Background: an optimization exercise with open tools, aiming at small area. Do not read the settings as production practice.
RTL that was checked went through simulation tests only; none was proved equivalent to the original.
Power and IR drop assume default switching activity.

==> 12-23: inputs <==
## i2c_regs
module i2c_regs (
	input  wire        clk,
	input  wire        rst_n,               
	input  wire        scl_i,
	output wire        scl_o,
	output wire        scl_t,
	input  wire        sda_i,
	output wire        sda_o,
	output wire        sda_t,
	input  wire        pll_lock,
	input  wire        second_pll_lock,
	input  wire        subg_delay_cflag,
	output wire        i2c_busy,
	output wire        i2c_addressed,
	output wire        i2c_bus_active,
	output reg         internal_rst,
	output reg         led_rst,
	output reg  [7:0]  ufl_p7_sel,
	output reg  [7:0]  ufl_p8_sel,
	output reg         subg_rx_invert,
	output reg         wifi_rx_invert,
	output reg         subg_sync_check_enable,
	output reg         wifi_sync_check_enable,
	output reg  [15:0] spi1_test_pattern,
	output reg  [15:0] spi2_test_pattern,
	output reg  [15:0] spi3_test_pattern,
	output reg  [15:0] spi4_test_pattern,
	output reg  [3:0]  spi_test_pattern_enable,
	output reg  [31:0] tx_lvds_test_pattern,
	output reg         tx_lvds_test_pattern_enable,
	output reg         subg_delay_loadn,
	output reg         subg_delay_move,
	output reg         subg_delay_direction
);
==> flow/config.mk <==
export PLATFORM = sky130hd
export DESIGN_NAME = i2c_regs
export DESIGN_NICKNAME = i2c_regs
export VERILOG_FILES = /design/flow/design.v
export SDC_FILE = /design/flow/constraint.sdc
export NUM_CORES = 4
export LEC_CHECK = 0
export CAP_MARGIN = 20
export CORE_MARGIN = 2
export CORE_UTILIZATION = 40
export SLEW_MARGIN = 20
==> flow/constraint.sdc <==
create_clock -name core_clock -period 10.0 [get_ports {clk}]
set_input_delay 2.0000 -clock core_clock [delete_from_list [all_inputs] [get_ports {clk}]]
set_output_delay 2.0000 -clock core_clock [all_outputs]
set_load 0.01 [all_outputs]
standard.sh (not shown) runs the stock make flow with config.mk's settings and CLKGATE_MAP_FILE= SYNTH_SCRIPT=/design/flow/synth_recipe.tcl, a recipe that flattens the netlist after the stock synthesis.
==> flow/flow/run.sh <==
#!/bin/bash
# Own layout flow: the standard synthesis, unchanged; then the
# combinational logic between the registers is re-mapped for area with ABC
# (registers, their names and cell types are kept; the new netlist is
# proven combinationally equivalent to the standard one with Yosys before it
# is used); then the standard ORFS layout with small port buffers and a
# clock tree with larger sink clusters and no dummy loads.
# Each tool's full output goes to a log file of its own in this folder.
set -euo pipefail
WORK=$(pwd)
FLOWDIR=$WORK/flow
YOSYS=$(command -v yosys || echo /OpenROAD-flow-scripts/tools/install/yosys/bin/yosys)
LIB=$FLOW_HOME/platforms/sky130hd/lib/sky130_fd_sc_hd__tt_025C_1v80.lib
RES=$WORK/orfs/results/$FLOW_PLATFORM/i2c_regs/base
source $FLOWDIR/knobs.sh

# 1. standard synthesis
bash standard.sh synth > log_1_synth.log 2>&1

# 2. area re-mapping of the combinational logic
cp $RES/1_2_yosys.v $WORK/std_synth.v
sed -e "s#@LIB@#$LIB#g" -e "s#@IN@#$WORK/std_synth.v#g" -e "s#@OUT@#$WORK/remap.v#g" \
    -e "s#@ABC@#$FLOWDIR/remap.abc#g" $FLOWDIR/remap.ys > $WORK/remap_run.ys
sed -e "s#@LIB@#$LIB#g" -e "s#@A@#$WORK/std_synth.v#g" -e "s#@B@#$WORK/remap.v#g" \
    $FLOWDIR/cec.ys > $WORK/cec_run.ys
if timeout 2400 $YOSYS -s $WORK/remap_run.ys > log_2_remap.log 2>&1 \
   && timeout 1200 $YOSYS -s $WORK/cec_run.ys > log_3_cec.log 2>&1; then
  echo "remapped netlist proven equivalent; using it" > remap_status.txt
  cp $WORK/remap.v $RES/1_2_yosys.v
  rm -f $RES/1_synth.odb
else
  echo "remap failed or not proven; keeping the standard netlist" > remap_status.txt
fi

# 3. layout
bash standard.sh "${KNOBS[@]}" finish > log_4_layout.log 2>&1
Other scripts of this flow, unchanged in this note and not shown: flow/flow/cec.ys, flow/flow/knobs.sh, flow/flow/remap.abc, flow/flow/remap.ys
==> inputs of 02-25, as changes to 12-23 <==
--- a/flow/design.v
+++ b/flow/design.v
@@ -370,41 +370,64 @@
 genvar gi;
 generate
 	for (gi = 0; gi < 23; gi = gi + 1) begin : g_dec
 		assign dec[gi] = hi_zero && b_addr[4:0] == gi;
 	end
 endgenerate
 reg [7:0] reg0, reg1, reg2;
-wire wr = b_state == B_WRITE_2A;
-wire [7:0] dz = m_tdata & {8{rst_n}};    
-wire [7:0] dn = m_tdata | {8{rst}};      
-wire [22:0] ld = {23{rst}} | ({23{wr}} & dec);
+wire wr = (b_state == B_WRITE_2A) || (b_state == B_WRITE_2B);
+wire [7:0] wdat = m_tdata;
 always @(posedge clk) begin
-	if (ld[0]) reg0 <= dz;
-	if (ld[1]) reg1 <= dz;
-	if (ld[2]) reg2 <= dz;
-	if (ld[4]) {led_rst, internal_rst} <= dz[1:0];
-	if (ld[5]) ufl_p7_sel <= {dz[7:3], dn[2:0]};   
-	if (ld[6]) ufl_p8_sel <= {dz[7:4], dn[3], dz[2:0]};   
-	if (ld[7]) {wifi_sync_check_enable, subg_sync_check_enable, wifi_rx_invert, subg_rx_invert} <= dn[3:0];
-	if (ld[8]) spi1_test_pattern[15:8] <= {dn[7:6], dz[5], dn[4:1], dz[0]};   
-	if (ld[9]) spi1_test_pattern[7:0] <= {dn[7], dz[6], dn[5], dz[4], dn[3:2], dz[1], dn[0]};   
-	if (ld[10]) spi2_test_pattern[15:8] <= {dn[7], dz[6], dn[5:1], dz[0]};   
-	if (ld[11]) spi2_test_pattern[7:0] <= {dn[7:5], dz[4], dn[3:0]};   
-	if (ld[12]) spi3_test_pattern[15:8] <= {dn[7], dz[6], dn[5], dz[4:3], dn[2], dz[1], dn[0]};   
-	if (ld[13]) spi3_test_pattern[7:0] <= {dn[7], dz[6], dn[5], dz[4:3], dn[2], dz[1], dn[0]};   
-	if (ld[14]) spi4_test_pattern[15:8] <= {dz[7], dn[6], dz[5], dn[4:3], dz[2], dn[1], dz[0]};   
-	if (ld[15]) spi4_test_pattern[7:0] <= {dz[7], dn[6], dz[5], dn[4:3], dz[2], dn[1], dz[0]};   
-	if (ld[16]) spi_test_pattern_enable <= dz[3:0];
-	if (ld[17]) tx_lvds_test_pattern[31:24] <= {dn[7], dz[6], dn[5:0]};   
-	if (ld[18]) tx_lvds_test_pattern[23:16] <= {dn[7:1], dz[0]};   
-	if (ld[19]) tx_lvds_test_pattern[15:8] <= {dz[7], dn[6:0]};   
-	if (ld[20]) tx_lvds_test_pattern[7:0] <= dn[7:0];   
-	if (ld[21]) tx_lvds_test_pattern_enable <= dn[0];
-	if (ld[22]) {subg_delay_direction, subg_delay_move, subg_delay_loadn} <= dz[2:0];
+	if (rst) begin
+	  reg0 <= 8'h00;
+	  reg1 <= 8'h00;
+	  reg2 <= 8'h00;
+	  internal_rst <= 1'b0;
+	  led_rst <= 1'b0;
+	  ufl_p7_sel <= 8'd7;
+	  ufl_p8_sel <= 8'd8;
+	  subg_rx_invert <= 1'b1;
+	  wifi_rx_invert <= 1'b1;
+	  spi1_test_pattern <= 16'hdead;
+	  spi2_test_pattern <= 16'hbeef;
+	  spi3_test_pattern <= 16'ha5a5;
+	  spi4_test_pattern <= 16'h5a5a;
+	  spi_test_pattern_enable <= 4'd0;
+	  tx_lvds_test_pattern <= { 2'b10, 14'h3ffe, 2'b01, 14'h3fff };
+	  tx_lvds_test_pattern_enable <= 1'b1;
+	  subg_sync_check_enable <= 1'b1;
+	  wifi_sync_check_enable <= 1'b1;
+	  subg_delay_loadn <= 1'b0;
+	  subg_delay_move <= 1'b0;
+	  subg_delay_direction <= 1'b0;
+	end
+	else if (wr) begin
+		if (dec[0]) reg0 <= wdat;
+		if (dec[1]) reg1 <= wdat;
+		if (dec[2]) reg2 <= wdat;
+		if (dec[4]) {led_rst, internal_rst} <= wdat[1:0];
+		if (dec[5]) ufl_p7_sel <= wdat;
+		if (dec[6]) ufl_p8_sel <= wdat;
+		if (dec[7]) {wifi_sync_check_enable, subg_sync_check_enable, wifi_rx_invert, subg_rx_invert} <= wdat[3:0];
+		if (dec[8]) spi1_test_pattern[15:8] <= wdat;
+		if (dec[9]) spi1_test_pattern[7:0] <= wdat;
+		if (dec[10]) spi2_test_pattern[15:8] <= wdat;
+		if (dec[11]) spi2_test_pattern[7:0] <= wdat;
+		if (dec[12]) spi3_test_pattern[15:8] <= wdat;
+		if (dec[13]) spi3_test_pattern[7:0] <= wdat;
+		if (dec[14]) spi4_test_pattern[15:8] <= wdat;
+		if (dec[15]) spi4_test_pattern[7:0] <= wdat;
+		if (dec[16]) spi_test_pattern_enable <= wdat[3:0];
+		if (dec[17]) tx_lvds_test_pattern[31:24] <= wdat;
+		if (dec[18]) tx_lvds_test_pattern[23:16] <= wdat;
+		if (dec[19]) tx_lvds_test_pattern[15:8] <= wdat;
+		if (dec[20]) tx_lvds_test_pattern[7:0] <= wdat;
+		if (dec[21]) tx_lvds_test_pattern_enable <= wdat[0];
+		if (dec[22]) {subg_delay_direction, subg_delay_move, subg_delay_loadn} <= wdat[2:0];
+	end
 end
 always @* begin
 	data_mux = ({8{dec[0]}} & reg0)
 	         | ({8{dec[1]}} & reg1)
 	         | ({8{dec[2]}} & reg2)
 	         | ({8{dec[3]}} & { 6'b0, second_pll_lock, pll_lock })
 	         | ({8{dec[4]}} & { 6'b0, led_rst, internal_rst })
==> run notes <==
| quantity | 12-23 | 02-25 |
|---|---|---|
| Run status | complete, no violations | complete, no violations |
| Register-to-register setup slack | 6.60 ns | 6.81 ns |
| Slew Limit Headroom | 27.05% | 33.50% |
| Wire length of the first global-routing pass | 37720 microns | 44660 microns |
| Cell area power density | 155.0 nW/um^2 | 140.5 nW/um^2 |
| Worst slew pin tran | 1.090 ns | 0.9899 ns |
| Internal cell power | 1.170 mW | 1.043 mW |
| Buffers, non-clock | 159 | 149 |
| Fraction of area in clock buffers and inverters | 2.543% | 2.715% |
| Post-DP HPWL | 18330 microns | 21590 microns |
| Fin worst setup slack | 6.476 ns | 6.378 ns |
| Power of the clock network | 430 uW | 453 uW |
| Combinational share of power | 4.7% | 2.5% |
For 12-23, only the layout was checked, not whether the RTL still works.

separate check: timing with driven ports:
The flow's constraints put no driver on any port. The routed layouts listed below were extracted and timed again, unchanged, in two steps.
Step 1, drivers: a clkbuf_16 drives clk and a buf_2 each remaining input, both assumed.
Step 2 also shifts input and output timing later by t, the mid clock arrival at the registers, as if the neighbouring blocks saw the same clock.
Slacks: ideal / step 1 / step 2; pairs: ideal / step 1.
run	shift t [ns]	slack for setup (ns)	clock arrival spread, ns	pins driven straight from the clock port
12-23	0.517	6.476 / 6.496 / 5.979	0.088 / 0.088	1
02-25	0.546	6.378 / 6.336 / 6.129	0.059 / 0.059	1
After both steps setup and hold are still met in every run listed. The setup slack of 12-23, which loses most, moves by +0.020 ns with the drivers and by -0.497 ns with both steps.
